What follows belongs to an exercise in optimizing a design on an open flow for small area and a short achievable clock period; a production flow would make more cautious choices. No functional check of the RTL was part of any run shown here. Power and IR drop assume default switching activity.

==> design.v <==
module Val2gen (
    input         m,
    input         I,
    input  [31:0] Val_RM,
    input  [11:0] imm,
    input  [11:0] shift_operand,
    output [31:0] Val2
);
wire [4:0] n   = shift_operand[11:7];
wire [1:0] st  = shift_operand[6:5];
wire       sh  = ~(m | I);
wire       lsl = sh & (st == 2'b00);
wire       ror = sh & (st == 2'b11);
wire       asr = sh & (st == 2'b10);
wire       rm_lo = sh & ~lsl;           
wire [31:0] imx = {24'b0, imm[7:0]};
wire [30:0] hi;
wire [31:0] lo;
genvar i;
generate
    for (i = 0; i < 31; i = i + 1) begin : g_hi
        assign hi[i] = (ror & Val_RM[i]) | (asr & Val_RM[31]) | (lsl & Val_RM[i+1]) | (I & imx[i]);
    end
    for (i = 0; i < 32; i = i + 1) begin : g_lo
        if (i < 8)
            assign lo[i] = (rm_lo & Val_RM[i]) | (~sh & imm[i]);
        else if (i < 12)
            assign lo[i] = (rm_lo & Val_RM[i]) | (m & imm[i]);
        else if (i < 31)
            assign lo[i] = rm_lo & Val_RM[i];
        else
            assign lo[i] = (rm_lo & Val_RM[31]) | (lsl & Val_RM[0]);
    end
endgenerate
wire [4:0] k = m ? 5'd0 : I ? {imm[11:8], 1'b0} : lsl ? ~n : n;
wire [62:0] s0 = {hi, lo};
wire [46:0] s4 = k[4] ? s0[62:16] : s0[46:0];
wire [38:0] s3 = k[3] ? s4[46:8]  : s4[38:0];
wire [34:0] s2 = k[2] ? s3[38:4]  : s3[34:0];
wire [32:0] s1 = k[1] ? s2[34:2]  : s2[32:0];
assign Val2    = k[0] ? s1[32:1]  : s1[31:0];
endmodule
module ALU (input [3:0] ALU_Comnd,
            input [31:0] Val1, Val2,
            input C,
            output [31:0] ALU_out,
            output [3:0] SR);
wire [3:0] cmd = ALU_Comnd;
wire add   = cmd == 4'b0010;
wire adc   = cmd == 4'b0011;
wire sub   = cmd == 4'b0100;
wire sbc   = cmd == 4'b0101;
wire arith = add | adc | sub | sbc;
wire neg   = sub | sbc;
wire pos   = add | adc;
wire cin   = ((adc | sbc) & C) | sub;
reg [3:0] t;
always @(*) begin
    case (cmd)
    4'b0001: t = 4'b1010;            
    4'b1001: t = 4'b0101;            
    4'b0010, 4'b0011,
    4'b1000: t = 4'b0110;            
    4'b0100, 4'b0101: t = 4'b1001;   
    4'b0110: t = 4'b1000;            
    4'b0111: t = 4'b1110;            
    default: t = 4'b0000;
    endcase
end
wire [31:0] A = Val1, B = Val2;
wire [31:0] X, g, k;
genvar i;
generate
    for (i = 0; i < 32; i = i + 1) begin : g_bit
        assign X[i] = t[{A[i], B[i]}];
        assign g[i] = A[i] & ((B[i] & pos) | (~B[i] & neg));
        assign k[i] = (A[i] & arith) | (B[i] & pos) | (~B[i] & neg);
    end
endgenerate
wire [32:0] c;       
prefix_carry #(.N(32), .TYPE(1)) pc (.g(g), .k(k), .cin(cin), .c(c));
assign ALU_out = X ^ c[31:0];
wire [31:0] zb = ~(X ^ {k[30:0], cin});
wire Z1 = &zb;
wire N1 = ALU_out[31];
wire C1 = c[32] ^ neg;
wire V1 = arith & ~(A[31] ^ B[31] ^ neg) & (A[31] ^ c[31]);
assign SR = {Z1, C1, N1, V1};
endmodule
module prefix_carry #(parameter N = 32, parameter TYPE = 1) (
    input  [N-1:0] g, k,
    input          cin,
    output [N:0]   c
);
localparam L = 5;    
localparam S = 2*L;
wire [N*(S+1)-1:0] G, K;
genvar s, i;
generate
    for (i = 0; i < N; i = i + 1) begin : g_l0
        if (i == 0) begin : g_c
            assign G[0] = g[0] | (k[0] & cin);
            assign K[0] = 1'b0;
        end else begin : g_n
            assign G[i] = g[i];
            assign K[i] = k[i];
        end
    end
    for (s = 1; s <= S; s = s + 1) begin : g_st
        for (i = 0; i < N; i = i + 1) begin : g_b
            localparam integer J =
                (TYPE == 0) ? ((s <= L && i >= (1 << (s-1))) ? i - (1 << (s-1)) : -1) :
                (TYPE == 1) ? ((s <= L && ((i >> (s-1)) & 1)) ? ((i >> (s-1)) << (s-1)) - 1 : -1) :
                (TYPE == 2) ? ((s <= L) ? ((((i + 1) % (1 << s)) == 0) ? i - (1 << (s-1)) : -1)
                                        : ((s < S && ((i + 1) % (1 << (S-s))) == (1 << (S-s-1)) && i >= (1 << (S-s)))
                                              ? i - (1 << (S-s-1)) : -1)) :
                      ((s <= L) ? (((i % 2) == 1 && i >= (1 << (s-1))) ? i - (1 << (s-1)) : -1)
                            : ((s == L+1 && (i % 2) == 0 && i > 0) ? i - 1 : -1));
            if (J >= 0) begin : g_op
                assign G[s*N+i] = G[(s-1)*N+i] | (K[(s-1)*N+i] & G[(s-1)*N+J]);
                assign K[s*N+i] = K[(s-1)*N+i] & K[(s-1)*N+J];
            end else begin : g_pass
                assign G[s*N+i] = G[(s-1)*N+i];
                assign K[s*N+i] = K[(s-1)*N+i];
            end
        end
    end
endgenerate
assign c = {G[S*N +: N], cin};
endmodule
module EXE_stage(
                input [31:0] PC,
                input MEM_R_EN,
                input MEM_W_EN,
                input [3:0] EXE_CMD,
                input S,
                input I,
                input [31:0] Val_RN,
                input [31:0] Val_RM,
                input [11:0] imm,
                input [11:0] shift_operand,
                input signed [23:0] signed_immed_24,
                input [3:0] status,
                output wire [31:0] BranchAddr,
                output [3:0] status_out,
                output wire [31:0] ALU_out
                );
wire [31:0] Val2;
            Val2gen val2gen_instance (
                                      .m(MEM_R_EN|MEM_W_EN),
                                      .I(I),
                                      .Val_RM(Val_RM),
                                      .imm(imm),
                                      .shift_operand(shift_operand),
                                      .Val2(Val2)
                                     );
assign BranchAddr[1:0]  = PC[1:0];
assign BranchAddr[31:2] = PC[31:2] + {{6{signed_immed_24[23]}}, signed_immed_24};
            ALU alu_instance(
                             .ALU_Comnd(EXE_CMD),
                             .Val1(Val_RN),
                             .Val2(Val2),
                             .C(status[2]),
                             .ALU_out(ALU_out),
                             .SR(status_out)
                            );
endmodule
module arm_exe (
    input             clk,
    input             rst,
    input      [31:0] PC,
    input             MEM_R_EN,
    input             MEM_W_EN,
    input      [3:0]  EXE_CMD,
    input             I,
    input      [31:0] Val_RN,
    input      [31:0] Val_RM,
    input      [11:0] imm,
    input      [11:0] shift_operand,
    input      [23:0] signed_immed_24,
    input      [3:0]  status,
    output reg [31:0] BranchAddr,
    output reg [3:0]  status_out,
    output reg [31:0] ALU_out
);
wire [31:0] branch_w, alu_w;
wire [3:0]  status_w;
EXE_stage exe (
    .PC(PC), .MEM_R_EN(MEM_R_EN), .MEM_W_EN(MEM_W_EN), .EXE_CMD(EXE_CMD),
    .S(1'b0), .I(I), .Val_RN(Val_RN), .Val_RM(Val_RM), .imm(imm),
    .shift_operand(shift_operand), .signed_immed_24(signed_immed_24),
    .status(status), .BranchAddr(branch_w), .status_out(status_w),
    .ALU_out(alu_w)
);
always @(posedge clk or posedge rst) begin
    if (rst) begin
        BranchAddr <= 32'b0;
        status_out <= 4'b0;
        ALU_out    <= 32'b0;
    end else begin
        BranchAddr <= branch_w;
        status_out <= status_w;
        ALU_out    <= alu_w;
    end
end
endmodule
==> flow/run.sh <==
#!/bin/bash
# Own layout flow: the standard ORFS flow (standard.sh) with two changes:
#  - synthesis maps with the ABC script in flow/abc.script (an area-oriented
#    mapping; OpenROAD's repair steps buffer and size the netlist later),
#  - the port buffers that global placement inserts are buf_1 cells.
# Everything else (synthesis script, floorplan, power grid, tap cells,
# placement, CTS, routing) is the standard flow. Each tool's output goes
# to the ORFS logs under orfs/logs; make's own output to flow_make.log.
set -euo pipefail
W=$(pwd)
rm -rf "$W/own_scripts"
cp -r "$FLOW_HOME/scripts" "$W/own_scripts"
cp "$W/flow/abc.script" "$W/own_scripts/abc_area.script"
export SCRIPTS_DIR="$W/own_scripts"
export BUFFER_PORTS_ARGS="-buffer_cell sky130_fd_sc_hd__buf_1"
bash "$W/standard.sh" > "$W/flow_make.log" 2>&1
==> flow/abc.script <==
strash
&get -n
&fraig -x
&put
scorr
dc2
dretime
strash
&get -n
&dch -f
&nf
&put
==> standard.sh <==
#!/bin/bash
# synth_recipe.tcl (not shown) runs the flow's synth.tcl, then flattens the netlist and writes it again
# the make line also repeats each setting of config.mk as NAME=value (left out here)
make -C /OpenROAD-flow-scripts/flow DESIGN_CONFIG=/design/flow/config.mk WORK_HOME=/design/flow/orfs CLKGATE_MAP_FILE= SYNTH_SCRIPT=/design/flow/synth_recipe.tcl "${@:-finish}"
==> config.mk <==
export PLATFORM = sky130hd
export DESIGN_NAME = arm_exe
export DESIGN_NICKNAME = arm_exe
export VERILOG_FILES = /design/flow/design.v
export SDC_FILE = /design/flow/constraint.sdc
export NUM_CORES = 4
export LEC_CHECK = 0
export ABC_AREA = 1
export CAP_MARGIN = 20
export CORE_MARGIN = 2
export CORE_UTILIZATION = 40
export PLACE_DENSITY = 0.6
export SLEW_MARGIN = 20
==> constraint.sdc <==
create_clock -name core_clock -period 10.0 [get_ports {clk}]
set_input_delay 2.0000 -clock core_clock [delete_from_list [all_inputs] [get_ports {clk}]]
set_output_delay 2.0000 -clock core_clock [all_outputs]
set_load 0.01 [all_outputs]
==> results of run 1 <==
-- placed cells by master (no fill, tap or decap), types with 29 or more instances in the layout --
cell / count
xnor2_1: 43
o21ai_0: 88
nand3_1: 31
mux4_2: 32
ha_1: 29
buf_1: 216
a21oi_1: 59
nor2_1: 78
mux2i_1: 92
buf_4: 121
dfrtp_1: 67
xor2_1: 51
nand2_1: 87
-- layer usage --
metal  part of all wire  track usage
met4              0.045       0.1182
met3              0.073      0.03632
met5                  0            0
met2               0.48       0.4586
met1               0.40       0.3133
-- power by group through the flow --
stage	Clock (uW)	Sequential (uW)	Combinational, uW
finish	325	335	550
global route	346	342	602
CTS	333	336	540
detailed placement	0	340	537
global placement	0	340	534
floorplan	0	369	304
-- what timing repair did --
| item | in CTS | in global routing |
|---|---|---|
| setup endpoints to repair | 0 | 3 |
| endpoints found under the hold margin | 0 | 0 |
| gates resized for setup | 0 | 18 |
| buffers inserted | 0 | 6 |
| hold buffers | 0 | 0 |
-- path summary, 6_finish.rpt --
check | to | startpoint | cells after the start | slack (ps)
max in group asynchronous | BranchAddr[2] | rst | 3 | 7560
min | BranchAddr[1] | PC[1] | 1 | 1780
min in group asynchronous | BranchAddr[8] | rst | 3 | 1890
max | status_out[0] | shift_operand[5] | 38 | 390
-- critical path, delay by kind of cell --
kind                   cells  cell delay (ps)
AND/OR/NAND/NOR            4              770
AO/OA/AOI/OAI             26             5750
buffers and inverters      8             1310
-- stage by stage --
step,cells,hold slack [ps],power [uW],worst slack [ps]
2_1_floorplan,904,2031,673.8,39.25
3_3_place_gp,1501,2108,873.5,-32.93
3_5_place_dp,1501,2103,877.3,-142.5
4_1_cts,1517,1769,1208,91.28
5_1_grt,1524,1778,1290,5.556
6_report,1524,1779,1211,389.8
-- cell type report --
cell class	instances	area [sq um]	area share
clock buffer	11	232.7	0.02260
clock inverter	5	77.57	0.007533
inverter	24	90.09	0.008748
multi-input combinational	813	6138	0.5961
sequential	67	1677	0.1628
tap	265	331.6	0.03220
timing repair buffer	339	1750	0.1700
-- cell families after synthesis --
kind of cell             synth area share
AO/OA/AOI/OAI                      0.2521
XOR/XNOR                           0.1057
adder cells (fa/ha/maj)           0.04916
buffers and inverters             0.01253
flip-flops                         0.2153
multiplexers                       0.2195
AND/OR/NAND/NOR                    0.1457
-- registers in the layout, summed over array words and instances, names as in the netlist --
| name | flops |
|---|---|
| BranchAddr | 32 |
| ALU_out | 31 |
| status_out | 4 |
==> flow_summary.ini, run 1 <==
[status]
status = complete, no violations

[power]
peakVddDrop_uv = 97.27
clkPwrFrac = 0.269
seqPwrFrac = 0.277
pwr-share-comb = 0.454
switching_share = 0.3625
switchingPower_uw = 438.9
p_leak_uw = 0.004367
p_per_area_nw_per_um2 = 117.6
internal_power_uw = 771.7

[timing]
fmaxAchievable_mhz = 104.1
hold_viol_final = 0
drv_slew = 0
period_needed_ps = 9610
rsz0062_at_grt = false
setup_violations = 0
slew_headroom = 0.3422
fin_crit_sh = 0.9610
worst_slew_pin_slew_ps = 983.5
setup_tns_ps = 0

[placed_design]
port-buffer-count = 216
hpwl_um = 21910
place_area_sq_um = 9868
gp_congestion = 0.9488

[cells_and_area]
layout.nets = 1441
drive_gt1_frac = 0.1501
nFillCells = 1869
final_util = 0.5343
finalInstanceArea_sq_um = 10300
syn_to_final_growth_pct = 32.23
antenna_cells = 0

[synthesis]
ys_seq_elements = 67
synth_top_flop_cell = dfrtp_1
postSynthCellCount = 904
yosysTopAreaCell = dfrtp_1
synthTopCellsByArea = dfrtp_1, mux2i_1, mux4_2, o21ai_0, xor2_1
syn_nets = 1091
synthDistinctLibCells = 54
seq_area_frac_synth = 0.2153
netlist_area_sq_um = 7787
syn_avg_cell_area_sq_um = 8.614
synth-edff-count = 0
async_reset_ff_frac = 1.000
yosysTopAreaCellShare = 0.2153
synth_common_cells = o21ai_0, mux2i_1, nand2_1, nor2_1, dfrtp_1
synth.most_common_cell = o21ai_0
synth_warnings = 2

[worst_setup_path]
endpoint_kind = flip-flop
crit_path_max_fanout = 8
worst_ep_required_time_ps = 10260
cpMostUsedCell = a22o_1
critPathKind = primary input to flip-flop
crit_path_start_kind = primary input
critical-path-max-stage-delay_ps = 560
cp_slowest_cell = o311ai_0
worstPathArrival_ps = 9870

[route]
first_iter_violations = 584
vias_per_cell = 5.728
drtPass1Iterations = 8
vias = 8730
post_drt_wl_per_cell_um = 17.99
wl_um = 27420
drtAntennaViolNets = 0
drc_errors = 0

[die]
ios = 225
dieWidth_um = 143.5
row_count = 51
initial_core_util = 0.4041
fp.coreArea_sq_um = 19270
die_area_sq_um = 20600
die_y_um = 143.5

[clock_network]
cts_sinks = 67
cts_tree = yes
clk_path_buf_depth = 2
ctsRootBufferMaster = clkbuf_16
htree_levels = 3
cts_buffers = 9
clkTransAtPathRegs_ps = 50

[worst_hold_path]
hold_path_class = primary input to flip-flop

[global_route]
antenna_found_initial = 0
track_usage = 0.2600
grt.overflow.total = 0
grt_max_degree = 68
grt_pass1_wl_um = 42460
grt_pass1_vias = 8271

[run]
cap_viol_max_count = 0
==> run 2: changes to the inputs <==
==> flow/abc.script (replaced) <==
strash
&get -n
&dch
&nf
&put
==> flow_summary.ini, run 2 <==
[global_route]
grt_pass1_vias = 8183
antenna_found_initial = 0
track_usage = 0.2456
grt.overflow.total = 0
grt_max_degree = 68
grt_pass1_wl_um = 43270

[synthesis]
synth.most_common_cell = mux2i_1
synth_top_flop_cell = dfrtp_1
syn_nets = 1111
synthDistinctLibCells = 60
yosys.area_share.adder = 0.04587
syn_avg_cell_area_sq_um = 9.033
synth_warnings = 2
ys_seq_elements = 67
async_reset_ff_frac = 1.000
synth_top_family_by_area = multiplexers
yosysTopAreaCellShare = 0.2009
postSynthCellCount = 924
synth_xor_xnor_area_share = 0.09969
yosysTopAreaCell = dfrtp_1
seq_area_frac_synth = 0.2009
synth-simple-area-share = 0.1255
netlist_area_sq_um = 8347
synthTopCellsByArea = dfrtp_1, mux2i_1, mux4_2, xor2_1, o21ai_0
synth_common_cells = mux2i_1, nand2_1, o21ai_0, dfrtp_1, a21oi_1
synth.area.mux_share = 0.2670
synth-compound-area-share = 0.2517
synth-edff-count = 0

[timing]
hold_viol_final = 0
setup_violations = 0
setup_tns_ps = 0
fmaxAchievable_mhz = 118.9
drv_slew = 0
slew_headroom = 0.1097
timing.hold.ws_ps = 1775
fin_crit_sh = 0.8412
rsz0062_at_grt = false
period_needed_ps = 8412
worst_slew_pin_slew_ps = 1302

[cells_and_area]
finalInstanceArea_sq_um = 10020
regArea_sq_um = 1677
layout_common_cells = buf_1, mux2i_1, nand2_1, o21ai_0, dfrtp_1
largest_reg_flops = 32
layout.nets = 1362
top_regs = BranchAddr (32), ALU_out (31), status_out (4)
syn_to_final_growth_pct = 20.00
nFillCells = 2071
final_common_cell = buf_1
multi_input_area_sq_um = 6629
drive_gt1_frac = 0.06780
antenna_cells = 0
largest_register = BranchAddr

[worst_setup_path]
critPathKind = primary input to flip-flop
endpoint_kind = flip-flop
crit_path_max_fanout = 21
worstPathArrival_ps = 8650
crit_path_start_kind = primary input
worst_ep_required_time_ps = 10240

[placed_design]
place_area_sq_um = 9703
port-buffer-count = 216
gp_congestion = 0.9579
hpwl_um = 21440

[clock_network]
cts_tree = yes
htree_levels = 3
clkTransAtPathRegs_ps = 60
cts_setup_buffers = 0
clk_path_buf_depth = 2
cts_buffers = 9
cts_sinks = 67
hold_buffers = 0
ctsResizeCount = 0
ctsRootBufferMaster = clkbuf_16

[run]
cap_viol_max_count = 0

[route]
wl_um = 27610
first_iter_violations = 658
drc_errors = 0
drtAntennaViolNets = 0
vias = 8659
vias_per_cell = 5.972
post_drt_wl_per_cell_um = 19.04
drtPass1Iterations = 5

[die]
row_count = 52
initial_core_util = 0.4099
ios = 225
die_y_um = 148.5
die_area_sq_um = 22040
dieWidth_um = 148.5
fp.coreArea_sq_um = 20360

[power]
p_leak_uw = 0.003820
peakVddDrop_uv = 68.88
p_per_area_nw_per_um2 = 113.6

[worst_hold_path]
hold_path_class = primary input to flip-flop

[status]
status = complete, no violations
[run 2: cell count changes in the layout (fill, tap and decap cells not counted), moves of 7 or more]
cell      before  now
a22o_1         9    0
nand2_1       87   80
o211ai_1      13   20
or3_1          4   11
o21ai_0       88   72
nand3_1       31   14
and3_1         2   12
a31oi_1       18    6
mux2_1         6   13
o221ai_1       3   12
nor2_1        78   43
a211oi_1       4   15
mux2i_1       92  136
buf_4        121   25
[run 2: final timing paths]
check	from	endpoint	slack [ps]	depth (start not counted)
hold / removal	PC[1]	BranchAddr[1]	1780	1
setup / recovery	I	status_out[0]	1590	19
max in group asynchronous	rst	ALU_out[25]	7550	3
min in group asynchronous	rst	BranchAddr[11]	1890	3
[run 2: per-layer routing]
| layer | GRT usage | wire, um | vias to the layer above |
|---|---|---|---|
| met4 | 0.08762 | 816 | 0 |
| met3 | 0.03466 | 1763 | 49 |
| li1 | - | - | 4177 |
| met2 | 0.3972 | 12570 | 347 |
| met1 | 0.3361 | 12460 | 4086 |
| met5 | 0 | 0 | - |
[run 2: cell families (layout without fill, tap and decap cells)]
family	after synthesis	count (layout)
flops	67	67
mux	181	181
compound gates	310	310
xor+xnor	95	95
buf+inv	20	276
simple gates	221	221
fa+ha+maj	30	30
[run 2: final cells by class]
class,count,share of cell area
Inverter,19,0.007121
Clock inverter,6,0.006371
Clock buffer,10,0.02386
Timing Repair Buffer,241,0.09969
Sequential cell,67,0.1674
Tap cell,270,0.03373
Multi-Input combinational cell,837,0.6618
[run 2: stage by stage]
stage / utilization / worst slack, ps / cells / total power, uW
after CTS: 0.4913 / 1727 / 1450 / 1149
after global placement: 0.4765 / 1412 / 1434 / 815.7
after detailed placement: 0.4765 / 1366 / 1434 / 817.9
final: 0.4918 / 1588 / 1450 / 1138
after floorplan: - / 332.0 / 924 / 657.6
after global routing: 0.4918 / 1024 / 1450 / 1207
[run 2: where the power goes]
group          leakage [uW]  internal, uW  switching, uW
registers          0.000822           320           14.6
clock network      0.000145           200            122
logic               0.00285           190            292
[run 2: critical path, stage by stage]
cell      delay, ps
buf_1           350
or3_1           650
o31ai_1         410
o21a_1          650
buf_4           420
mux2i_1         440
o22ai_1         160
a211oi_1        370
a21oi_1         100
o21ai_0         400
a221oi_1        180
o32ai_1         540
a31oi_1         290
o211ai_1        490
a221oi_1        200
buf_4           220
or3_1           420
nand3_1          90
nor4bb_1        260
==> run 3: changes to the inputs <==
==> flow/abc.script (replaced) <==
strash
&get -n
&dch -f
&nf
&put
buffer -c
upsize -c
dnsize -c
==> flow_summary.ini, run 3 <==
[timing]
period_needed_ps = 7357
fin_crit_sh = 0.7357
drv_slew = 0
fmaxAchievable_mhz = 135.9
hold_viol_final = 0
slew_headroom = 0.2862
setup_violations = 0
rsz0062_at_grt = false
setup_tns_ps = 0
worst_slew_pin_slew_ps = 1071

[global_route]
grt_util_met1 = 0.3058
antenna_found_initial = 0
use_met3 = 0.02649
track_usage = 0.2185
grt_pass1_wl_um = 42440
grt_pass1_vias = 8163
busiest_layer = met2
globalRouteMet2Util = 0.3606
grt.overflow.total = 0
grt_max_degree = 68

[cells_and_area]
layout_common_cells = buf_1, mux2i_1, nand2_1, a21oi_1, dfrtp_1
antenna_cells = 0
top_regs = BranchAddr (32), ALU_out (31), status_out (4)
syn_to_final_growth_pct = 13.75
layout.nets = 1354
final_util = 0.4657
drive_gt1_frac = 0.1024
largest_register = BranchAddr
largest_reg_flops = 32
final_cells = 1452
final_common_cell = buf_1

[route]
wl_um = 26520
drtPass1Iterations = 5
vias_per_cell = 5.890
drc_errors = 0
first_iter_violations = 594
drtAntennaViolNets = 0
post_drt_wl_per_cell_um = 18.27
vias = 8552

[status]
status = complete, no violations

[worst_hold_path]
min_from = PC[1]
hold_path_depth = 1
hold_path_class = primary input to flip-flop
hold_path_end = BranchAddr[1]

[worst_setup_path]
path_cells = buf_1, nor3_4, a21o_1, o31a_2, mux2i_1, a221oi_1, a21oi_1, mux2i_1, mux2i_1, mux2i_1, o21ai_0, or4_1, o211a_4, o221ai_4, nand2_2, a22oi_1, xnor2_1
worst_ep_required_time_ps = 10240
critical-path-max-stage-delay_ps = 850
critPathKind = primary input to flip-flop
cp_slowest_cell = o31a_2
worstPathArrival_ps = 7590
crit_path_start_kind = primary input
crit_path_max_fanout = 41
cpMostUsedCell = mux2i_1
endpoint_kind = flip-flop

[power]
peakVddDrop_uv = 71.05
p_leak_uw = 0.003957
p_per_area_nw_per_um2 = 115.4
power_uw = 1177

[placed_design]
hpwl_um = 20660
gp_congestion = 0.8890
dp_cells = 1435
port-buffer-count = 216

[run]
cap_viol_max_count = 0

[clock_network]
cts_buffers = 9
ctsRootBufferMaster = clkbuf_16
cts_tree = yes
hold_buffers = 0
clk_path_buf_depth = 2
htree_levels = 3
ctsResizeCount = 0
cts_sinks = 67
cts_setup_buffers = 0
clkTransAtPathRegs_ps = 50

[synthesis]
async_reset_ff_frac = 1.000
seq_area_frac_synth = 0.1871
syn_nets = 1180
netlist_area_sq_um = 8962
synth_warnings = 2
yosysTopAreaCell = dfrtp_1
syn_avg_cell_area_sq_um = 9.026
synthDistinctLibCells = 86
synth_top_flop_cell = dfrtp_1
synthTopCellsByArea = dfrtp_1, mux2i_1, mux4_2, xnor2_1, ha_1
synth.most_common_cell = mux2i_1
ys_seq_elements = 67
synth_common_cells = mux2i_1, nand2_1, a21oi_1, dfrtp_1, xnor2_1
yosysTopAreaCellShare = 0.1871
synth-edff-count = 0
postSynthCellCount = 993

[die]
die_y_um = 153.7
die_area_sq_um = 23620
fp.coreArea_sq_um = 21890
initial_core_util = 0.4094
row_count = 54
dieWidth_um = 153.7
ios = 225
[run 3: cell types whose count changed in the layout (fill, tap and decap cells not counted), sizes merged, moves of 11 or more]
cell	delta
xor2	-20
o221ai	-11
o21ai	-15
inv	+13
clkinv	-17
xnor2	+18
nand3	+12
nand2	+14
[run 3: stage by stage]
stage,setup slack [ps],instance area (sq um),hold slack [ps]
3_3_place_gp,2093,9853,2107
5_1_grt,2300,10190,1762
6_report,2643,10190,1773
3_5_place_dp,2069,9853,2102
4_1_cts,2415,10180,1762
2_1_floorplan,3988,8962,2031
[run 3: where the power goes]
part           switching (uW)  leakage [uW]  internal [uW]
registers                14.2      0.000821            321
logic                     294       0.00297            204
clock network             118      0.000163            225
total                     426       0.00396            750
[run 3: cell families after synthesis]
group           Yosys count  synth area share
buf+inv                  84           0.05096
flops                    67            0.1871
xor+xnor                 93           0.09172
fa+ha+maj                30           0.04272
mux                     200            0.2747
compound gates          281            0.2182
simple gates            238            0.1346
[run 3: layer usage]
metal	routed length, um	share of wire	vias up
met1	11900	0.45	4002
met3	1853	0.070	30
met2	12330	0.46	364
li1	-	-	4156
met4	444	0.017	0
met5	0	0	-
[run 3: worst max path at each step]
stage / slack, ps / cells past startpoint / end / startpoint
6_report: 2640 / 17 / ALU_out[26] / MEM_W_EN
5_1_grt: 2300 / 17 / status_out[0] / MEM_W_EN
4_1_cts: 2420 / 17 / ALU_out[26] / I
3_5_place_dp: 2070 / 17 / ALU_out[26] / I
3_3_place_gp: 2090 / 17 / status_out[0] / I
2_1_floorplan: 3990 / 19 / ALU_out[27] / shift_operand[6]
[run 3: area by class of cell]
type                       count  area (sq um)
fill                        2178         11700
multi-input combinational    842          6843
inverter                      14         52.55
timing repair buffer         233         945.9
tap                          280         350.3
clock inverter                 6         87.58
sequential                    67          1677
clock buffer                  10         239.0
[run 3: critical path, delay by kind of cell]
family,cells,cell delay [ps]
buf+inv,1,160
compound gates,8,2530
mux,4,1390
simple gates,3,1340
xor+xnor,1,160
==> run 4: changes to the inputs <==
--- a/config.mk
+++ b/config.mk
@@ -11,3 +11,4 @@
 export CORE_UTILIZATION = 40
 export PLACE_DENSITY = 0.6
+export SETUP_SLACK_MARGIN = 4.5
 export SLEW_MARGIN = 20
==> flow_summary.ini, run 4 <==
[status]
status = complete, no violations

[synthesis]
synthDistinctLibCells = 86
ys_seq_elements = 67
synth.most_common_cell = mux2i_1
syn_avg_cell_area_sq_um = 9.026
synth.area.mux_share = 0.2747
synth_top_flop_cell = dfrtp_1
synth_warnings = 2
async_reset_ff_frac = 1.000
yosysTopAreaCell = dfrtp_1
synth_xor_xnor_area_share = 0.09172
synth_top_family_by_area = multiplexers
yosys.area_share.adder = 0.04272
yosysTopAreaCellShare = 0.1871
postSynthCellCount = 993
synth-edff-count = 0
netlist_area_sq_um = 8962
syn_nets = 1180
synth-compound-area-share = 0.2182
synthTopCellsByArea = dfrtp_1, mux2i_1, mux4_2, xnor2_1, ha_1
synth_common_cells = mux2i_1, nand2_1, a21oi_1, dfrtp_1, xnor2_1
synth-simple-area-share = 0.1346
seq_area_frac_synth = 0.1871

[timing]
rsz0062_at_grt = true
hold_viol_final = 0
slew_headroom = 0.4201
fin_crit_sh = 0.6105
drv_slew = 0
setup_tns_ps = 0
worst_slew_pin_slew_ps = 869.8
period_needed_ps = 6105
fmaxAchievable_mhz = 163.8
setup_violations = 0

[clock_network]
ctsRootBufferMaster = clkbuf_16
cts_tree = yes
clk_path_buf_depth = 2
htree_levels = 3
cts_sinks = 67
clkTransAtPathRegs_ps = 60
cts_buffers = 9

[cells_and_area]
final_common_cell = buf_1
layout.nets = 1488
largest_register = BranchAddr
antenna_cells = 0
drive_gt1_frac = 0.3224
syn_to_final_growth_pct = 42.44
final_cells = 1586
top_regs = BranchAddr (32), ALU_out (31), status_out (4)
largest_reg_flops = 32
layout_common_cells = buf_1, buf_4, nand2_1, mux2i_1, dfrtp_1

[global_route]
antenna_found_initial = 0
grt_pass1_wl_um = 47690
track_usage = 0.2454
grt.overflow.total = 0
grt_pass1_vias = 9252
grt_max_degree = 68

[worst_setup_path]
endpoint_kind = flip-flop
critical-path-max-stage-delay_ps = 500
critPathTopFamily = simple AND/OR/NAND/NOR gates
crit_path_max_fanout = 7
crit_start = MEM_R_EN
cp_slowest_cell = or4_1
path_cells = buf_12, or3_4, buf_4, nor3_4, o311ai_2, buf_6, buf_4, o22a_1, mux2i_2, mux2i_4, mux2i_4, mux2i_2, nor2_1, or4_1, o211a_4, o221ai_4, buf_12, nand3_4, a31oi_4, xnor2_2
critPathKind = primary input to flip-flop
worst_ep_required_time_ps = 10260
crit_path_start_kind = primary input
crit_buf_inv = 5
worstPathArrival_ps = 6360

[worst_hold_path]
hold_path_class = primary input to flip-flop
min_from = PC[0]

[placed_design]
dp_cells = 1436
hpwl_um = 20980
gp_congestion = 0.9183
port-buffer-count = 216

[route]
vias_per_cell = 6.132
vias = 9726
wl_um = 32300
drtAntennaViolNets = 0
drc_errors = 0
drtPass1Iterations = 5
first_iter_violations = 676
post_drt_wl_per_cell_um = 20.37

[die]
row_count = 54
die_area_sq_um = 23620
die_y_um = 153.7
ios = 225
initial_core_util = 0.4094
fp.coreArea_sq_um = 21890
dieWidth_um = 153.7

[power]
switching_share = 0.3767
p_leak_uw = 0.004887
clkPwrFrac = 0.260
internal_power_uw = 833.7
seqPwrFrac = 0.250
pwr-share-comb = 0.490
peakVddDrop_uv = 93.63
switchingPower_uw = 503.9
p_per_area_nw_per_um2 = 104.8

[run]
cap_viol_max_count = 0
[run 4: cell counts after synthesis]
Identical to the previous run, type by type.
[run 4: final cells by class]
type,count,area [sq um]
fill,1891,9125
sequential,67,1677
tap,280,350.3
inverter,14,55.05
clock inverter,7,98.84
timing repair buffer,359,2212
multi-input combinational,850,8148
clock buffer,9,225.2
[run 4: kinds of logic (layout without fill, tap and decap cells)]
kind of cell / Yosys count / in the layout
multiplexers: 200 / 200
buffers and inverters: 84 / 389
AND/OR/NAND/NOR: 238 / 242
XOR/XNOR: 93 / 93
adder cells (fa/ha/maj): 30 / 30
AO/OA/AOI/OAI: 281 / 285
flip-flops: 67 / 67
[run 4: what timing repair did]
| action | CTS | global route |
|---|---|---|
| buffers inserted | 75 | 44 |
| hold buffers | 0 | 0 |
| cloned | 10 | 5 |
| setup endpoints to repair | 35 | 32 |
| pin swaps | 38 | 38 |
| resized for setup | 129 | 163 |
[run 4: routing by layer]
metal	track usage	part of all wire	wire [um]	vias to the layer above
met2	0.4205	0.47	15230	573
met1	0.3092	0.40	12890	4567
li1	-	-	-	4443
met4	0.09961	0.049	1596	0
met3	0.03777	0.080	2595	143
met5	0	0	0	-
[run 4: metrics by stage]
stage | util | area, sq um | hold WS (ps) | setup WS (ps) | power, uW
CTS | 0.5298 | 11600 | 1769 | 3961 | 1265
global placement | 0.4527 | 9911 | 2106 | 2066 | 836.5
finish | 0.5832 | 12770 | 1779 | 3895 | 1338
floorplan | - | 9019 | 2031 | 4148 | 696.0
detailed placement | 0.4527 | 9911 | 2110 | 2020 | 841.0
global route | 0.5832 | 12770 | 1767 | 3756 | 1404
[run 4: power by group through the flow]
stage,clock network (uW),logic (uW),registers (uW)
6_report,348,655,335
5_1_grt,364,700,340
3_5_place_dp,0,500,341
3_3_place_gp,0,496,340
2_1_floorplan,0,329,367
4_1_cts,353,576,336
[run 4: path summary, 6_finish.rpt]
| path | endpoint | slack [ps] | depth (start not counted) |
|---|---|---|---|
| max | ALU_out[22] | 3900 | 20 |
| min | BranchAddr[0] | 1780 | 1 |
| max in group asynchronous | BranchAddr[2] | 7510 | 3 |
| min in group asynchronous | BranchAddr[14] | 1870 | 3 |
==> run 5: changes to the inputs <==
--- a/config.mk
+++ b/config.mk
@@ -11,4 +11,4 @@
 export CORE_UTILIZATION = 40
 export PLACE_DENSITY = 0.6
-export SETUP_SLACK_MARGIN = 4.5
+export SETUP_SLACK_MARGIN = 3
 export SLEW_MARGIN = 20
==> flow_summary.ini, run 5 <==
[cells_and_area]
antenna_cells = 0
largest_register = BranchAddr
final_util = 0.4738
nFillCells = 2164
largest_reg_flops = 32
layout_common_cells = buf_1, mux2i_1, nand2_1, a21oi_1, dfrtp_1
layout.nets = 1364
drive_gt1_frac = 0.1244
regArea_sq_um = 1677
multi_input_area_sq_um = 6978
syn_to_final_growth_pct = 15.72
top_regs = BranchAddr (32), ALU_out (31), status_out (4)
final_common_cell = buf_1
finalInstanceArea_sq_um = 10370
final_cells = 1462

[synthesis]
synth_warnings = 2
synth.most_common_cell = mux2i_1
async_reset_ff_frac = 1.000
netlist_area_sq_um = 8962
postSynthCellCount = 993
yosysTopAreaCell = dfrtp_1
yosysTopAreaCellShare = 0.1871
synth-edff-count = 0
synth_common_cells = mux2i_1, nand2_1, a21oi_1, dfrtp_1, xnor2_1
synthDistinctLibCells = 86
ys_seq_elements = 67
synth_top_flop_cell = dfrtp_1
syn_nets = 1180
synthTopCellsByArea = dfrtp_1, mux2i_1, mux4_2, xnor2_1, ha_1
syn_avg_cell_area_sq_um = 9.026
seq_area_frac_synth = 0.1871

[worst_setup_path]
crit_path_max_fanout = 25
critPathKind = primary input to flip-flop
endpoint_kind = flip-flop
worst_ep_required_time_ps = 10240
worstPathArrival_ps = 6970
crit_path_start_kind = primary input

[die]
initial_core_util = 0.4094
dieWidth_um = 153.7
die_y_um = 153.7
fp.coreArea_sq_um = 21890
ios = 225
die_area_sq_um = 23620
row_count = 54

[worst_hold_path]
hold_path_class = primary input to flip-flop
min_from = PC[1]
hold_path_end = BranchAddr[1]
hold_path_depth = 1

[power]
p_leak_uw = 0.004024
peakVddDrop_uv = 71.11
p_per_area_nw_per_um2 = 114.6

[clock_network]
hold_buffers = 0
clkTransAtPathRegs_ps = 50
cts_buffers = 9
clk_path_buf_depth = 2
ctsRootBufferMaster = clkbuf_16
cts_sinks = 67
htree_levels = 3
cts_tree = yes

[placed_design]
place_area_sq_um = 9853
gp_congestion = 0.8890
hpwl_um = 20660
port-buffer-count = 216
dp_cells = 1435

[run]
cap_viol_max_count = 0

[timing]
worst_slew_pin_slew_ps = 1064
rsz0062_at_grt = false
fin_crit_sh = 0.6733
setup_violations = 0
slew_headroom = 0.2905
drv_slew = 0
fmaxAchievable_mhz = 148.5
hold_viol_final = 0
period_needed_ps = 6733
setup_tns_ps = 0
timing.hold.ws_ps = 1774

[global_route]
grt_pass1_vias = 8228
grt_max_degree = 68
grt.overflow.total = 0
track_usage = 0.2220
grt_pass1_wl_um = 43040
antenna_found_initial = 0

[route]
vias_per_cell = 5.999
first_iter_violations = 660
drtAntennaViolNets = 0
vias = 8771
drc_errors = 0
post_drt_wl_per_cell_um = 19.00
drtPass1Iterations = 6
wl_um = 27780

[status]
status = complete, no violations
==> run 5: how the worst max path moves through the flow <==
stage	start	to	slack, ps	cells after the start
2_1_floorplan	shift_operand[6]	ALU_out[27]	3990	19
3_3_place_gp	I	status_out[0]	2090	17
3_5_place_dp	I	ALU_out[26]	2070	17
4_1_cts	I	ALU_out[26]	3010	17
5_1_grt	I	status_out[0]	3010	16
6_report	I	ALU_out[26]	3270	17
==> run 5: kinds of logic after synthesis <==
family          count (synthesis)  synth area share
compound gates                281            0.2182
xor+xnor                       93           0.09172
simple gates                  238            0.1346
buf+inv                        84           0.05096
mux                           200            0.2747
fa+ha+maj                      30           0.04272
flops                          67            0.1871
==> run 5: critical path, cell delays in order <==
cell	delay [ps]
clkbuf_4	280
or3_4	520
nor3_4	310
o31a_2	410
mux2_2	410
mux2i_1	320
mux2i_1	190
mux2_2	300
mux2i_1	280
mux2i_1	280
a21o_1	220
nand3b_1	160
or2_2	340
o221ai_4	350
nand2_2	190
a22oi_1	240
xnor2_1	160
==> run 5: area by class of cell <==
cell class                 count  share of cell area
inverter                      14            0.005067
multi-input combinational    847              0.6728
timing repair buffer         238             0.09519
clock buffer                  10             0.02304
clock inverter                 6            0.008445
sequential                    67              0.1617
tap                          280             0.03378
==> run 5: stage by stage <==
| stage | total power, uW | setup WS (ps) |
|---|---|---|
| 2_1_floorplan | 693.5 | 3988 |
| 6_report | 1189 | 3267 |
| 3_5_place_dp | 836.4 | 2069 |
| 5_1_grt | 1262 | 3009 |
| 3_3_place_gp | 833.0 | 2093 |
| 4_1_cts | 1189 | 3009 |
==> run 5: timing repair <==
action | 4_1_cts | 5_1_grt
cloned | 1 | 4
endpoints found under the setup margin | 27 | 24
pin swaps | 2 | 4
buffers inserted | 2 | 4
resized for setup | 10 | 17
==> run 5: power by group <==
part	total, uW	internal (uW)	switching, uW	leakage, uW
Sequential	336	321	14.3	0.000821
Clock	344	225	118	0.000163
Combinational	510	208	302	0.00304
Total	1190	754	434	0.00402
==> run 5: per-layer routing <==
metal | track usage | up-vias | routed length, um | share of wire
li1 | - | 4198 | - | -
met3 | 0.02706 | 51 | 2033 | 0.073
met2 | 0.3659 | 429 | 12980 | 0.47
met1 | 0.3098 | 4093 | 12170 | 0.44
met4 | 0.05636 | 0 | 589 | 0.021
met5 | 0 | - | 0 | 0
==> run 6: changes to the inputs <==
--- a/config.mk
+++ b/config.mk
@@ -10,4 +10,5 @@
 export CORE_MARGIN = 2
 export CORE_UTILIZATION = 40
+export CTS_BUF_LIST = sky130_fd_sc_hd__clkbuf_4 sky130_fd_sc_hd__clkbuf_8
 export PLACE_DENSITY = 0.6
 export SETUP_SLACK_MARGIN = 3
==> flow_summary.ini, run 6 <==
[status]
status = complete, no violations

[placed_design]
port-buffer-count = 216
hpwl_um = 20660
dp_cells = 1435
place_area_sq_um = 9853
gp_congestion = 0.8890

[worst_setup_path]
endpoint_kind = flip-flop
worst_ep_required_time_ps = 10250
crit_start = I
worstPathArrival_ps = 6930
critPathKind = primary input to flip-flop
cp.depth = 17
crit_buf_inv = 2
crit_path_max_fanout = 23
critical-path-max-stage-delay_ps = 510
cpMostUsedCell = mux2i_1
crit_end = ALU_out[26]
critPathTopFamily = compound AO/OA/AOI/OAI gates
crit_path_start_kind = primary input
path_cells = clkbuf_4, or3_4, nor3_1, o311a_4, buf_4, mux2i_1, mux2i_1, mux2i_1, mux2i_2, mux2i_1, o21ai_0, or4_1, o211a_4, o221ai_4, nand2_2, a22oi_1, xnor2_1
cp_slowest_cell = or3_4

[die]
die_area_sq_um = 23620
initial_core_util = 0.4094
die_y_um = 153.7
row_count = 54
dieWidth_um = 153.7
fp.coreArea_sq_um = 21890
ios = 225

[clock_network]
hold_buffers = 0
cts_tree = yes
ctsRootBufferMaster = clkbuf_8
cts_sinks = 67
htree_levels = 3
clkTransAtPathRegs_ps = 70
clk_path_buf_depth = 2
cts_buffers = 9

[global_route]
grt_pass1_vias = 8204
antenna_found_initial = 0
grt_max_degree = 68
track_usage = 0.2213
grt_pass1_wl_um = 42920
grt.overflow.total = 0

[timing]
fmaxAchievable_mhz = 149.7
hold_viol_final = 0
slew_headroom = 0.2931
setup_tns_ps = 0
setup_violations = 0
fin_crit_sh = 0.6680
drv_slew = 0
worst_slew_pin_slew_ps = 1060
rsz0062_at_grt = false
period_needed_ps = 6680

[synthesis]
synth_top_flop_cell = dfrtp_1
synthTopCellsByArea = dfrtp_1, mux2i_1, mux4_2, xnor2_1, ha_1
synth_warnings = 2
ys_seq_elements = 67
netlist_area_sq_um = 8962
seq_area_frac_synth = 0.1871
async_reset_ff_frac = 1.000
syn_avg_cell_area_sq_um = 9.026
synthDistinctLibCells = 86
yosysTopAreaCell = dfrtp_1
synth_common_cells = mux2i_1, nand2_1, a21oi_1, dfrtp_1, xnor2_1
yosysTopAreaCellShare = 0.1871
syn_nets = 1180
synth-edff-count = 0
synth.most_common_cell = mux2i_1
postSynthCellCount = 993

[route]
wl_met3_um = 2020
wl_met1_um = 12020
drtAntennaViolNets = 0
vias_per_cell = 5.951
wl_met2_um = 12510
drtPass1Iterations = 6
drc_errors = 0
routed.top_layer = met4
first_iter_violations = 576
vias = 8689
wl_um = 27100
post_drt_wl_per_cell_um = 18.56

[worst_hold_path]
hold_path_class = primary input to flip-flop

[cells_and_area]
finalInstanceArea_sq_um = 10230
layout.nets = 1362
antenna_cells = 0
drive_gt1_frac = 0.1203
syn_to_final_growth_pct = 14.16
layout_common_cells = buf_1, mux2i_1, nand2_1, a21oi_1, dfrtp_1
final_common_cell = buf_1
final_cells = 1460
largest_reg_flops = 32
final_util = 0.4674
nFillCells = 2184
largest_register = BranchAddr
top_regs = BranchAddr (32), ALU_out (31), status_out (4)

[power]
peakVddDrop_uv = 56.62
power_uw = 1097
p_leak_uw = 0.003964
p_per_area_nw_per_um2 = 107.2

[run]
cap_viol_max_count = 0
-- run 6: per-layer routing --
metal	up-vias	global-route usage
met5	-	0
met4	0	0.05898
met1	4058	0.3097
met3	45	0.02790
met2	402	0.3619
li1	4184	-
-- run 6: through the flow --
step / hold WS, ps / worst slack [ps]
4_1_cts: 1730 / 3030
6_report: 1756 / 3320
3_5_place_dp: 2102 / 2069
2_1_floorplan: 2031 / 3988
3_3_place_gp: 2107 / 2093
5_1_grt: 1735 / 2998
-- run 6: power by group --
part	leakage (uW)	internal [uW]	switching, uW
Clock	0.000117	148	109
Combinational	0.00303	207	299
Sequential	0.000821	321	14.2
-- run 6: logic make-up after synthesis --
family,share of synthesized area
compound gates,0.2182
simple gates,0.1346
mux,0.2747
xor+xnor,0.09172
buf+inv,0.05096
flops,0.1871
fa+ha+maj,0.04272
-- run 6: cell type report --
class	count	area [sq um]	share of cell area
multi-input combinational	845	6945	0.6789
sequential	67	1677	0.1639
timing repair buffer	238	980.9	0.09588
tap	280	350.3	0.03424
clock buffer	10	137.6	0.01345
clock inverter	6	87.58	0.008561
inverter	14	52.55	0.005136
-- run 6: worst min path at each step --
stage	from	to	slack, ps	cells after the start
finish	PC[1]	BranchAddr[1]	1760	1
CTS	PC[1]	BranchAddr[1]	1730	1
detailed placement	PC[1]	BranchAddr[1]	2100	1
global placement	PC[0]	BranchAddr[0]	2110	1
floorplan	PC[0]	BranchAddr[0]	2030	0
global route	PC[1]	BranchAddr[1]	1740	1
-- run 6: what timing repair did --
action                                  in CTS  in global routing
setup buffers                                2                  4
gates cloned                                 1                  2
hold endpoints to repair                     0                  0
endpoints found under the setup margin      25                 24
pin swaps                                    2                  3
gates resized for setup                      9                 13
==> run 7: changes to the inputs <==
==> flow/abc.script (replaced) <==
strash
&get -n
&dch
&nf
&put
==> flow_summary.ini, run 7 <==
[global_route]
antenna_found_initial = 0
track_usage = 0.2467
grt_max_degree = 68
grt.overflow.total = 0
grt_pass1_wl_um = 43520
grt_pass1_vias = 8406

[synthesis]
synthTopCellsByArea = dfrtp_1, mux2i_1, mux4_2, xor2_1, o21ai_0
syn_nets = 1111
postSynthCellCount = 924
synth_common_cells = mux2i_1, nand2_1, o21ai_0, dfrtp_1, a21oi_1
ys_seq_elements = 67
async_reset_ff_frac = 1.000
synth.area.mux_share = 0.2670
synthDistinctLibCells = 60
synth_xor_xnor_area_share = 0.09969
synth_top_family_by_area = multiplexers
seq_area_frac_synth = 0.2009
syn_avg_cell_area_sq_um = 9.033
synth-simple-area-share = 0.1255
synth.most_common_cell = mux2i_1
netlist_area_sq_um = 8347
yosysTopAreaCellShare = 0.2009
synth_top_flop_cell = dfrtp_1
synth-compound-area-share = 0.2517
synth_warnings = 2
yosysTopAreaCell = dfrtp_1
yosys.area_share.adder = 0.04587
synth-edff-count = 0

[route]
post_drt_wl_per_cell_um = 19.05
drc_errors = 0
drtPass1Iterations = 5
vias_per_cell = 6.035
wl_um = 27910
vias = 8841
first_iter_violations = 606
drtAntennaViolNets = 0

[worst_setup_path]
worstPathArrival_ps = 7080
critPathKind = primary input to flip-flop
crit_buf_inv = 2
crit_path_max_fanout = 20
cpMostUsedCell = a211oi_1
critical-path-max-stage-delay_ps = 480
cp_slowest_cell = or3_4
path_cells = buf_2, or3_4, o31ai_2, o21a_4, mux2i_1, o22ai_1, a211oi_1, a211oi_1, or3_1, a31oi_2, o32ai_2, a31oi_2, o211ai_1, buf_4, a221oi_4, nor2_1, a211oi_1, xor2_1
critPathTopFamily = compound AO/OA/AOI/OAI gates
endpoint_kind = flip-flop
crit_path_start_kind = primary input
worst_ep_required_time_ps = 10280

[power]
p_per_area_nw_per_um2 = 105.9
peakVddDrop_uv = 56.25
p_leak_uw = 0.003884

[clock_network]
clk_path_buf_depth = 2
clkTransAtPathRegs_ps = 80
cts_sinks = 67
ctsRootBufferMaster = clkbuf_8
hold_buffers = 0
cts_buffers = 9
cts_tree = yes
htree_levels = 3

[cells_and_area]
antenna_cells = 0
drive_gt1_frac = 0.1013
syn_to_final_growth_pct = 22.52
multi_input_area_sq_um = 6812
regArea_sq_um = 1677
top_regs = BranchAddr (32), ALU_out (31), status_out (4)
final_common_cell = buf_1
largest_reg_flops = 32
layout_common_cells = buf_1, mux2i_1, nand2_1, dfrtp_1, o21ai_0
layout.nets = 1377
final_util = 0.5022
finalInstanceArea_sq_um = 10230
largest_register = BranchAddr
nFillCells = 2053

[placed_design]
gp_congestion = 0.9661
port-buffer-count = 216
pre_cts_ws_ps = 1733
hpwl_um = 21610
place_area_sq_um = 9788

[die]
fp.coreArea_sq_um = 20360
die_area_sq_um = 22040
dieWidth_um = 148.5
die_y_um = 148.5
initial_core_util = 0.4099
row_count = 52
ios = 225

[timing]
fin_crit_sh = 0.6799
worst_slew_pin_slew_ps = 833.2
setup_violations = 0
rsz0062_at_grt = true
setup_slack_ps = 3201
drv_slew = 0
fmaxAchievable_mhz = 147.1
hold_viol_final = 0
slew_headroom = 0.4445
setup_tns_ps = 0
period_needed_ps = 6799
timing.hold.ws_ps = 1733

[worst_hold_path]
hold_path_depth = 1
hold_path_class = primary input to flip-flop
hold_path_end = BranchAddr[1]
min_from = PC[1]

[status]
status = complete, no violations

[run]
cap_viol_max_count = 0
-- run 7: changes by cell type after synthesis, sizes merged, moves of 10 or more --
cell | before | now
nand2 | 94 | 80
o21ai | 60 | 75
nand3 | 26 | 14
xnor2 | 58 | 40
xor2 | 35 | 55
o221ai | 1 | 12
clkinv | 0 | 19
clkbuf | 26 | 0
a21oi | 68 | 58
inv | 14 | 0
buf | 44 | 1
mux2i | 146 | 136
-- run 7: repair_timing --
action	in CTS	in global routing
buffers inserted	7	7
resized for setup	20	16
cloned	1	0
pin swaps	5	4
setup endpoints to repair	27	22
-- run 7: kinds of logic after synthesis --
| group | Yosys count |
|---|---|
| AOI/OAI and AO/OA | 310 |
| and+or+nand+nor | 221 |
| muxes | 181 |
| xor gates and xnor gates | 95 |
| DFF | 67 |
| adders and majority gates | 30 |
| buffers and inverters | 20 |
-- run 7: worst max-delay path by stage --
stage	slack [ps]	cells after the start	end	from
floorplan	2690	16	ALU_out[18]	I
global placement	1830	18	ALU_out[25]	I
detailed placement	1730	18	ALU_out[25]	I
CTS	3000	17	status_out[0]	I
global route	2920	17	status_out[0]	I
finish	3200	18	ALU_out[29]	I
-- run 7: layout make-up --
cell class                      instances  area share
Multi-Input combinational cell        838      0.6661
Sequential cell                        67      0.1640
Timing Repair Buffer                  255      0.1080
Tap cell                              270     0.03304
Clock buffer                            9     0.01211
Clock inverter                          7    0.009788
Inverter                               19    0.006974
-- run 7: through the flow --
step / instances / power, uW
after detailed placement: 1434 / 823.0
after global routing: 1465 / 1153
final: 1465 / 1083
after floorplan: 924 / 660.8
after CTS: 1458 / 1087
after global placement: 1433 / 819.4
-- run 7: power by group --
part / switching [uW] / internal [uW] / total, uW
Clock: 114 / 142 / 256
Sequential: 14.4 / 320 / 334
Combinational: 297 / 197 / 494
Total: 425 / 658 / 1080
-- run 7: metal layers --
metal  share of wire  vias to the layer above  global-route usage
met1            0.44                     4217              0.3326
met5               0                        -                   0
met3           0.064                       46             0.03497
met4           0.022                        0             0.06619
li1                -                     4212                   -
met2            0.47                      366              0.4160
==> run 8: changes to the inputs <==
==> flow/abc.script (replaced) <==
strash
dch
map -D 3000
buffer -c
upsize -c
dnsize -c
==> flow_summary.ini, run 8 <==
[cells_and_area]
largest_reg_flops = 32
drive_gt1_frac = 0.08215
multi_input_area_sq_um = 6425
nFillCells = 2415
layout_common_cells = nand2_1, buf_1, a21oi_1, o21ai_0, inv_1
largest_register = BranchAddr
final_util = 0.4611
top_regs = BranchAddr (32), ALU_out (31), status_out (4)
syn_to_final_growth_pct = 13.27
layout.nets = 1728
final_common_cell = nand2_1
regArea_sq_um = 1677

[worst_setup_path]
endpoint_kind = flip-flop
worst_ep_required_time_ps = 10240
critical-path-max-stage-delay_ps = 400
critPathKind = primary input to flip-flop
crit_buf_inv = 4
critPathTopFamily = compound AO/OA/AOI/OAI gates
crit_path_start_kind = primary input
cp_slowest_cell = nor2_4
crit_path_max_fanout = 40
cpMostUsedCell = o21ai_1
worstPathArrival_ps = 6850

[die]
die_area_sq_um = 23420
fp.coreArea_sq_um = 21820
initial_core_util = 0.4071
die_y_um = 153.0
ios = 225
row_count = 54
dieWidth_um = 153.0

[synthesis]
synthTopCellsByArea = dfrtp_1, nand2_1, a21oi_1, o21ai_0, xor2_1
yosysTopAreaCell = dfrtp_1
syn_nets = 1551
synth-compound-area-share = 0.3387
synth_top_flop_cell = dfrtp_1
synth_top_family_by_area = compound AO/OA/AOI/OAI gates
synth-simple-area-share = 0.2267
yosys.area_share.adder = 0.04436
postSynthCellCount = 1364
netlist_area_sq_um = 8885
async_reset_ff_frac = 1.000
seq_area_frac_synth = 0.1887
syn_avg_cell_area_sq_um = 6.514
synth_xor_xnor_area_share = 0.07985
synth_common_cells = nand2_1, a21oi_1, o21ai_0, inv_1, o21ai_1
synth_warnings = 2
ys_seq_elements = 67
yosysTopAreaCellShare = 0.1887
synth.area.mux_share = 0.02591
synth-edff-count = 0
synth.most_common_cell = nand2_1
synthDistinctLibCells = 69

[timing]
setup_tns_ps = 0
worst_slew_pin_slew_ps = 1052
slew_headroom = 0.2987
setup_violations = 0
rsz0062_at_grt = false
drv_slew = 0
hold_viol_final = 0
fmaxAchievable_mhz = 151.3
period_needed_ps = 6611
fin_crit_sh = 0.6611

[clock_network]
htree_levels = 3
clk_path_buf_depth = 2
ctsRootBufferMaster = clkbuf_8
cts_sinks = 67
cts_buffers = 9
cts_tree = yes
clkTransAtPathRegs_ps = 90

[placed_design]
port-buffer-count = 216
hpwl_um = 23200
gp_congestion = 0.9358

[worst_hold_path]
hold_path_class = primary input to flip-flop

[power]
p_per_area_nw_per_um2 = 112.6
p_leak_uw = 0.004230
power_uw = 1133
peakVddDrop_uv = 70.79

[run]
cap_viol_max_count = 0

[global_route]
grt_max_degree = 68
track_usage = 0.2512
grt_pass1_vias = 9145
grt.overflow.total = 0
antenna_found_initial = 1
grt_pass1_wl_um = 47750

[route]
drtAntennaViolNets = 0
vias = 10150
vias_per_cell = 5.551
wl_um = 30590
drtPass1Iterations = 7
drc_errors = 0
first_iter_violations = 893
post_drt_wl_per_cell_um = 16.73

[status]
status = complete, no violations
-- run 8: cell count changes after synthesis, sizes merged, moves of 15 or more --
cell and delta:
a21oi +70, a221oi -15, a31oi +22, buf +40, clkbuf +24, clkinv -16, inv +125, mux2i -119
mux4 -32, nand2 +241, nor2 +46, o21ai +156, xnor2 -18
-- run 8: path summary, 6_finish.rpt --
path,startpoint,cells after the start,slack [ps],endpoint
setup / recovery,I,26,3390,ALU_out[22]
hold / removal,PC[1],1,1730,BranchAddr[1]
max in group asynchronous,rst,3,7570,BranchAddr[20]
min in group asynchronous,rst,3,1820,BranchAddr[2]
-- run 8: layout make-up --
class,count,share of cell area
Clock inverter,7,0.008206
Clock buffer,9,0.01231
Sequential cell,67,0.1666
Multi-Input combinational cell,1105,0.6384
Tap cell,280,0.03481
Antenna cell,2,0.0004973
Timing Repair Buffer,229,0.09026
Inverter,128,0.04837
Timing Repair inverter,1,0.0004973
-- run 8: timing repair --
action,4_1_cts,5_1_grt
setup endpoints to repair,0,25
hold buffers,0,0
setup buffers,0,0
resized for setup,0,9
-- run 8: logic make-up (layout without fill, tap and decap cells) --
family | Yosys count | count (layout)
AO/OA/AOI/OAI | 495 | 495
XOR/XNOR | 81 | 81
adder cells (fa/ha/maj) | 31 | 31
buffers and inverters | 193 | 374
flip-flops | 67 | 67
multiplexers | 19 | 19
other | 0 | 2
AND/OR/NAND/NOR | 478 | 479
-- run 8: per-layer routing --
layer	routed length (um)	GRT usage	up-vias
met1	13890	0.3441	4617
met3	2244	0.03828	44
met4	686	0.06349	0
met5	0	0	-
met2	13770	0.4148	407
li1	-	-	5080
-- run 8: power breakdown --
part	leakage (uW)	internal (uW)	total, uW	switching [uW]
Clock	0.0000988	120	263	143
Combinational	0.00332	176	534	358
Sequential	0.000807	323	336	13.3
-- run 8: metrics by stage --
| step | area [sq um] | instances | setup slack (ps) | hold slack (ps) |
|---|---|---|---|---|
| after floorplan | 8885 | 1364 | 4555 | 2031 |
| after global routing | 10060 | 1826 | 3037 | 1716 |
| after CTS | 10000 | 1824 | 3166 | 1719 |
| after detailed placement | 9794 | 1808 | 2792 | 2121 |
| after global placement | 9794 | 1808 | 2770 | 2112 |
| final | 10060 | 1828 | 3389 | 1729 |
==> run 9: changes to the inputs <==
==> flow/abc.script (replaced) <==
strash
&get -n
&dch -f
&nf
&put
buffer -c
upsize -c
dnsize -c
--- a/config.mk
+++ b/config.mk
@@ -10,6 +10,6 @@
 export CORE_MARGIN = 2
 export CORE_UTILIZATION = 40
-export CTS_BUF_LIST = sky130_fd_sc_hd__clkbuf_4 sky130_fd_sc_hd__clkbuf_8
+export GPL_TIMING_DRIVEN = 0
 export PLACE_DENSITY = 0.6
-export SETUP_SLACK_MARGIN = 3
+export SETUP_SLACK_MARGIN = 2
 export SLEW_MARGIN = 20
==> flow_summary.ini, run 9 <==
[status]
status = complete, no violations

[synthesis]
yosys.area_share.adder = 0.04272
synth_warnings = 2
synth_xor_xnor_area_share = 0.09172
seq_area_frac_synth = 0.1871
postSynthCellCount = 993
synthDistinctLibCells = 86
yosysTopAreaCellShare = 0.1871
synth-simple-area-share = 0.1346
syn_nets = 1180
async_reset_ff_frac = 1.000
ys_seq_elements = 67
synth_common_cells = mux2i_1, nand2_1, a21oi_1, dfrtp_1, xnor2_1
yosysTopAreaCell = dfrtp_1
synthTopCellsByArea = dfrtp_1, mux2i_1, mux4_2, xnor2_1, ha_1
netlist_area_sq_um = 8962
synth-edff-count = 0
syn_avg_cell_area_sq_um = 9.026
synth.area.mux_share = 0.2747
synth_top_family_by_area = multiplexers
synth_top_flop_cell = dfrtp_1
synth-compound-area-share = 0.2182
synth.most_common_cell = mux2i_1

[route]
vias = 8869
drtPass1Iterations = 5
first_iter_violations = 664
drtAntennaViolNets = 0
drc_errors = 0
post_drt_wl_per_cell_um = 18.91
wl_um = 28470
vias_per_cell = 5.893

[timing]
drv_slew = 0
fmaxAchievable_mhz = 148.5
fin_crit_sh = 0.6735
setup_violations = 0
hold_viol_final = 0
slew_headroom = 0.4202
worst_slew_pin_slew_ps = 866.4
period_needed_ps = 6735
setup_tns_ps = 0
timing.hold.ws_ps = 1657
rsz0062_at_grt = false

[worst_setup_path]
crit_start = MEM_W_EN
crit_path_max_fanout = 10
endpoint_kind = flip-flop
crit_path_start_kind = primary input
worstPathArrival_ps = 6960
critPathKind = primary input to flip-flop
worst_ep_required_time_ps = 10230
crit_end = status_out[0]

[die]
ios = 225
fp.coreArea_sq_um = 21890
die_area_sq_um = 23620
die_y_um = 153.7
dieWidth_um = 153.7
initial_core_util = 0.4094
row_count = 54

[cells_and_area]
top_regs = BranchAddr (32), ALU_out (31), status_out (4)
largest_reg_flops = 32
final_common_cell = buf_1
syn_to_final_growth_pct = 16.26
multi_input_area_sq_um = 6834
layout.nets = 1407
nFillCells = 2239
antenna_cells = 0
largest_register = BranchAddr
layout_common_cells = buf_1, mux2i_1, nand2_1, a21oi_1, dfrtp_1
drive_gt1_frac = 0.1143
regArea_sq_um = 1677

[power]
p_per_area_nw_per_um2 = 108.8
internal_power_uw = 705.7
pwr-share-comb = 0.453
power_uw = 1134
peakVddDrop_uv = 61.99
clkPwrFrac = 0.252
switchingPower_uw = 428.2
switching_share = 0.3776
p_leak_uw = 0.004085
seqPwrFrac = 0.295

[clock_network]
cts_buffers = 9
cts_sinks = 67
cts_setup_buffers = 0
htree_levels = 3
ctsResizeCount = 0
clk_path_buf_depth = 2
hold_buffers = 0
cts_tree = yes
clkTransAtPathRegs_ps = 60
ctsRootBufferMaster = clkbuf_16

[global_route]
grt.overflow.total = 0
track_usage = 0.2325
grt_max_degree = 40
antenna_found_initial = 0
grt_pass1_wl_um = 44830
grt_pass1_vias = 8475

[run]
cap_viol_max_count = 0

[worst_hold_path]
hold_path_class = primary input to asynchronous set/reset pin

[placed_design]
gp_congestion = 0.9144
port-buffer-count = 215
hpwl_um = 23520
==> run 9: cell types whose count changed in the layout (fill, tap and decap cells not counted), moves of 28 or more <==
cell,change
nand2_1,-222
mux2i_1,+130
inv_1,-92
o21ai_1,-91
o21ai_0,-59
a21oi_1,-57
nor2_1,-40
xnor2_1,+36
mux4_2,+32
clkbuf_1,+28
==> run 9: layer usage <==
metal / track usage / vias to the layer above / part of all wire
met5: 0 / - / 0
met4: 0.06728 / 0 / 0.022
met3: 0.02931 / 45 / 0.067
met2: 0.3960 / 415 / 0.47
met1: 0.3099 / 4153 / 0.44
li1: - / 4256 / -
==> run 9: area by class of cell <==
class / instances / share of cell area
Multi-Input combinational cell: 842 / 0.6559
Tap cell: 280 / 0.03362
Clock inverter: 4 / 0.002522
Inverter: 14 / 0.005283
Clock buffer: 12 / 0.02366
Buffer: 70 / 0.03878
Timing Repair Buffer: 216 / 0.07937
Sequential cell: 67 / 0.1609
==> run 9: power by group through the flow <==
| stage | Combinational (uW) | Clock [uW] | Sequential (uW) |
|---|---|---|---|
| after floorplan | 326 | 0 | 367 |
| after global placement | 506 | 0 | 340 |
| after detailed placement | 510 | 0 | 340 |
| after CTS | 512 | 295 | 335 |
| after global routing | 561 | 308 | 339 |
| final | 514 | 286 | 334 |
==> run 9: cells by family after synthesis <==
family                   count (synthesis)
flip-flops                              67
multiplexers                           200
AND/OR/NAND/NOR                        238
XOR/XNOR                                93
AO/OA/AOI/OAI                          281
adder cells (fa/ha/maj)                 30
buffers and inverters                   84
==> run 9: worst min-delay path by stage <==
stage | startpoint | to | cells past startpoint
finish | rst | BranchAddr[16] | 2
global route | rst | BranchAddr[16] | 2
CTS | rst | BranchAddr[16] | 2
detailed placement | rst | BranchAddr[16] | 2
global placement | PC[0] | BranchAddr[0] | 1
floorplan | PC[0] | BranchAddr[0] | 0
==> run 9: critical path, cell delays in order <==
cell and delay, ps:
buf_1 150, or3_4 450, buf_6 170, nor2_8 170, xor2_2 100, o211ai_1 350, buf_2 360, buf_2 320
mux2i_1 300, mux2i_1 140, mux2i_1 400, mux2i_1 320, o21ai_0 220, o2bb2a_1 370, o31a_1 170, o21ai_2 390
a21oi_1 180, nand3_1 110, nor4bb_1 260
==> run 9: stage by stage <==
step	area, sq um	util	setup WS (ps)	instances
floorplan	8962	-	3988	993
CTS	10420	0.4758	3365	1505
finish	10420	0.4760	3265	1505
global placement	10120	0.4623	2983	1488
global route	10420	0.4760	2855	1505
detailed placement	10140	0.4633	3025	1489

==> afterwards: timing with drivers on the ports <==
The results above use ideal ports. As a check the final layouts listed here were re-extracted and re-timed, cells and wires unchanged.
Step 1: set_driving_cell puts a clkbuf_16 on clk and a buf_2 on each other input, an assumption about the parent block.
Step 2 moves the port delays by t, midway between the first and last clock arrival at a register: inputs arrive t later, outputs are due t later. That takes back most of the time a late clock gives input paths.
Three values: ideal, step 1, step 2; two values: the first two.
run | shift t [ns] | setup WS [ns] | worst setup path after step 2
run 1 | 0.358 | 0.390 / 0.413 / 0.054 | input to register
run 2 | 0.378 | 1.588 / 1.612 / 1.234 | input to register
run 3 | 0.364 | 2.643 / 2.664 / 2.300 | input to register
run 4 | 0.364 | 3.895 / 3.856 / 3.492 | input to register
run 5 | 0.363 | 3.267 / 3.286 / 2.923 | input to register
run 6 | 0.370 | 3.320 / 3.332 / 2.962 | input to register
run 7 | 0.393 | 3.201 / 3.221 / 2.829 | input to register
run 8 | 0.413 | 3.389 / 3.410 / 2.997 | input to register
run 9 | 0.360 | 3.265 / 3.285 / 2.925 | input to register
After both steps every run listed still meets setup and hold. For run 4, which loses most, drivers alone change the setup slack by -0.039 ns; drivers and shift together by -0.403 ns.
